From an optimization exercise on the open Yosys and OpenROAD flow, aimed at small area; shortcuts taken in it are not production practice. Only simulation tests tie the RTL to the original design; equivalence was not proved. Power is estimated from default activity; no workload was simulated.

run Y:
Design lcd_controller, start of the top module:
module lcd_controller(
    input rst,
    input clk,
    input rs_in,
    input [7:0] data_in,
    input strobe_in,
    input [7:0] period_clk_ns,
    output lcd_e,
    output [3:0] lcd_nibble,
    output lcd_rs,
    output lcd_rw,
    output disable_flash,
    output reg done
    );
    localparam PH_WAIT = 2'd0, PH_WR = 2'd1, PH_STB = 2'd2, PH_LD = 2'd3;
    reg [2:0] idx;
    reg [1:0] ph;
    reg [24:0] cnt;      
    reg [8:0] hold;      
    reg [3:0] nib;
    reg e;
    wire [8:0] stab = cnt[8:0];
    wire active = (stab >= 9'd40);
    wire hold_done = (hold >= 9'd240);
    wire stb_exit = active & hold_done;
    wire wait_done = ~cnt[24];
    assign lcd_rw = 1'b0;
    assign lcd_rs = rs_in;
    assign disable_flash = 1'b1;
    assign lcd_e = e;
    assign lcd_nibble = nib;
    reg [24:0] k;
    always @* begin
        case (ph)
            PH_LD:
                case (idx)
                    3'd0: k = -25'd15000000;
                    3'd1: k = -25'd4100000;
                    3'd2: k = -25'd100000;
                    3'd3: k = -25'd40000;
                    default: k = -25'd50000;
                endcase
            PH_STB: k = (idx[0]) ? -25'd1000 : -25'd40000;
            default: k = 25'd0;
        endcase
    end
    wire load = (ph == PH_LD) | (ph == PH_WR) | ((ph == PH_STB) & stb_exit);
    always @(posedge clk) begin
        done <= (idx == 3'd7) & (ph == PH_WR);
        cnt <= load ? k : cnt + {17'd0, period_clk_ns};
        hold <= (ph == PH_STB) ? hold + (active ? {1'b0, period_clk_ns} : 9'd0) : 9'd0;
        if (rst) begin
            idx <= 3'd0;
            ph <= PH_LD;
            nib <= 4'd0;
            e <= 1'b0;
        end else begin
            case (ph)
                PH_LD:
                    if (idx != 3'd5)
                        ph <= PH_WAIT;
                    else if (strobe_in)
                        ph <= PH_WR;
                PH_WAIT:
  ...
Size in the first run: ~45 flip-flops, ~29 I/O pins, roughly 2900 sq um of cells after synthesis.
==> module lcd_controller, before the edit <==
module lcd_controller(
    input rst,
    input clk,
    input rs_in,
    input [7:0] data_in,
    input strobe_in,
    input [7:0] period_clk_ns,
    output lcd_e,
    output [3:0] lcd_nibble,
    output lcd_rs,
    output lcd_rw,
    output disable_flash,
    output reg done
    );
    localparam PH_WAIT = 2'd0, PH_WR = 2'd1, PH_STB = 2'd2, PH_LD = 2'd3;
    reg [2:0] idx;
    reg [1:0] ph;
    reg [24:0] cnt;      
    reg [8:0] hold;      
    reg [3:0] nib;
    reg e;
    wire [8:0] stab = cnt[8:0];
    wire active = (stab >= 9'd40);
    wire hold_done = (hold >= 9'd240);
    wire stb_exit = active & hold_done;
    wire wait_done = ~cnt[24];
    assign lcd_rw = 1'b0;
    assign lcd_rs = rs_in;
    assign disable_flash = 1'b1;
    assign lcd_e = e;
    assign lcd_nibble = nib;
    reg [24:0] k;
    always @* begin
        case (ph)
            PH_LD:
                case (idx)
                    3'd0: k = -25'd15000000;
                    3'd1: k = -25'd4100000;
                    3'd2: k = -25'd100000;
                    3'd3: k = -25'd40000;
                    default: k = -25'd50000;
                endcase
            PH_STB: k = (idx[0]) ? -25'd1000 : -25'd40000;
            default: k = 25'd0;
        endcase
    end
    wire load = (ph == PH_LD) | (ph == PH_WR) | ((ph == PH_STB) & stb_exit);
    always @(posedge clk) begin
        done <= (idx == 3'd7) & (ph == PH_WR);
        cnt <= load ? k : cnt + {17'd0, period_clk_ns};
        hold <= (ph == PH_STB) ? hold + (active ? {1'b0, period_clk_ns} : 9'd0) : 9'd0;
        if (rst) begin
            idx <= 3'd0;
            ph <= PH_LD;
            nib <= 4'd0;
            e <= 1'b0;
        end else begin
            case (ph)
                PH_LD:
                    if (idx != 3'd5)
                        ph <= PH_WAIT;
                    else if (strobe_in)
                        ph <= PH_WR;
                PH_WAIT:
                    if (wait_done)
                        ph <= PH_WR;
                PH_WR: begin
                    case (idx)
                        3'd0, 3'd1, 3'd2: nib <= 4'h3;
                        3'd3: nib <= 4'h2;
                        3'd4: nib <= 4'h0;
                        3'd5: nib <= data_in[7:4];
                        3'd6: nib <= data_in[3:0];
                        default: ;
                    endcase
                    if (idx == 3'd4 || idx == 3'd7) begin
                        idx <= 3'd5;
                        ph <= PH_LD;
                    end else
                        ph <= PH_STB;
                end
                PH_STB:
                    if (active) begin
                        e <= 1'b1;
                        if (hold_done) begin
                            e <= 1'b0;
                            idx <= idx + 3'd1;
                            ph <= (idx[2]) ? PH_WAIT : PH_LD;
                        end
                    end
            endcase
        end
    end
endmodule
export LEC_CHECK = 0
export CAP_MARGIN = 20
export CORE_MARGIN = 2
export CORE_UTILIZATION = 40
export SLEW_MARGIN = 20
create_clock -name core_clock -period 10.0 [get_ports {clk}]
run.sh (not shown) runs the stock make flow with config.mk's settings and CLKGATE_MAP_FILE= SYNTH_SCRIPT=/design/flow/synth_recipe.tcl, a recipe that flattens the netlist after the stock synthesis.
--- input diff run Y..run Z ---
--- a/flow/design.v
+++ b/flow/design.v
@@ -16,40 +16,38 @@
     localparam PH_WAIT = 2'd0, PH_WR = 2'd1, PH_STB = 2'd2, PH_LD = 2'd3;
     reg [2:0] idx;
     reg [1:0] ph;
-    reg [24:0] cnt;      
-    reg [8:0] hold;      
+    reg [23:0] cnt;
     reg [3:0] nib;
     reg e;
     wire [8:0] stab = cnt[8:0];
+    wire [8:0] hold = cnt[17:9];
     wire active = (stab >= 9'd40);
     wire hold_done = (hold >= 9'd240);
+    wire stb = (ph == PH_STB);
+    wire [9:0] lo_sum = {1'b0, stab} + {2'b0, period_clk_ns};
+    wire [7:0] hi_add = (stb & active) ? period_clk_ns : {7'd0, lo_sum[9] & ~stb};
+    wire [14:0] hi_sum = cnt[23:9] + {7'd0, hi_add};
     wire stb_exit = active & hold_done;
-    wire wait_done = ~cnt[24];
+    reg wait_done;
+    always @* begin
+        case (idx)
+            3'd0: wait_done = (cnt[23] & (cnt[22] & (cnt[21] & (cnt[18] & (cnt[15] & (cnt[14] & (cnt[13] & (cnt[9] | (cnt[8] & (cnt[7] & cnt[6]))))))))));
+            3'd1: wait_done = (cnt[21] & (cnt[20] & (cnt[19] & (cnt[18] & (cnt[17] & (cnt[15] & (cnt[12] | (cnt[11] & (cnt[10] & (cnt[9] & (cnt[8] & (cnt[7] & (cnt[6] | cnt[5])))))))))))));
+            3'd2: wait_done = (cnt[16] & (cnt[15] & (cnt[10] & (cnt[9] & (cnt[8] | (cnt[7] & (cnt[6] | cnt[5])))))));
+            3'd3, 3'd7: wait_done = (cnt[15] & (cnt[12] & (cnt[11] & (cnt[10] & (cnt[8] | (cnt[7] | cnt[6]))))));
+            3'd4: wait_done = (cnt[15] & (cnt[14] & (cnt[10] | (cnt[9] & (cnt[8] & (cnt[7] | (cnt[6] & (cnt[5] | cnt[4]))))))));
+            default: wait_done = (cnt[10] | (cnt[9] & (cnt[8] & (cnt[7] & (cnt[6] & (cnt[5] & (cnt[4] | cnt[3])))))));
+        endcase
+    end
     assign lcd_rw = 1'b0;
     assign lcd_rs = rs_in;
     assign disable_flash = 1'b1;
     assign lcd_e = e;
     assign lcd_nibble = nib;
-    reg [24:0] k;
-    always @* begin
-        case (ph)
-            PH_LD:
-                case (idx)
-                    3'd0: k = -25'd15000000;
-                    3'd1: k = -25'd4100000;
-                    3'd2: k = -25'd100000;
-                    3'd3: k = -25'd40000;
-                    default: k = -25'd50000;
-                endcase
-            PH_STB: k = (idx[0]) ? -25'd1000 : -25'd40000;
-            default: k = 25'd0;
-        endcase
-    end
     wire load = (ph == PH_LD) | (ph == PH_WR) | ((ph == PH_STB) & stb_exit);
     always @(posedge clk) begin
         done <= (idx == 3'd7) & (ph == PH_WR);
-        cnt <= load ? k : cnt + {17'd0, period_clk_ns};
-        hold <= (ph == PH_STB) ? hold + (active ? {1'b0, period_clk_ns} : 9'd0) : 9'd0;
+        cnt <= load ? 24'd0 : {hi_sum, lo_sum[8:0]};
         if (rst) begin
             idx <= 3'd0;
             ph <= PH_LD;
==> notes.md <==
- End of the critical path: cnt[19] -> run Z, cnt[24] -> run Y
- Run Z vs run Y, internal power summed over all cells went down by about 32%.
- Maximum resistive drop on vdd delta for run Z relative to run Y: about 1.9% higher
- Compared with run Y, run Z shows a sequential cell count of the final layout that is 22% lower.
- Overall die area: run Z and run Y compared, higher one is run Y
- Run Z gives less maximum number of pins on one net before global-route repair than run Y did.
- On final instance area: run Z sits below run Y.
- Relative to run Y, the switching power total measured on run Z has decreased by more than a quarter.
- Number of clock buffers in the layout ended up 1 higher on run Z than on run Y.
- | setup slack | run Z vs run Y | worse |
- Slack of the worst reg-to-reg path, run Z and run Y, higher one = run Y.
- Synthesis-to-finish area growth was lower in run Y than in run Z.

==> what the ideal ports hide <==
Ports are ideal in the flow. The routed layouts listed here were re-timed in OpenROAD. Step 1 sets driving cells, clkbuf_16 on the clock port and buf_2 on the other inputs (assumed; they add their load-dependent delay and slew). Step 2 moves the port delays by t, midway between the first and last clock arrival at a register: inputs arrive t later, outputs are due t later. That takes back most of the time a late clock gives input paths. a / b / c = ideal ports / drivers / drivers and shift; a / b = the first two.
| run | shift t [ns] | slack for setup (ns) | hold slack, ns |
|---|---|---|---|
| run Y | 0.327 | 5.731 / 5.739 / 5.412 | 0.478 / 0.478 / 0.478 |
| run Z | 0.313 | 5.075 / 5.082 / 4.769 | 0.454 / 0.454 / 0.454 |
After both steps every run listed still meets setup and hold. For run Y, which loses most, drivers alone change the setup slack by +0.008 ns; drivers and shift together by -0.319 ns.
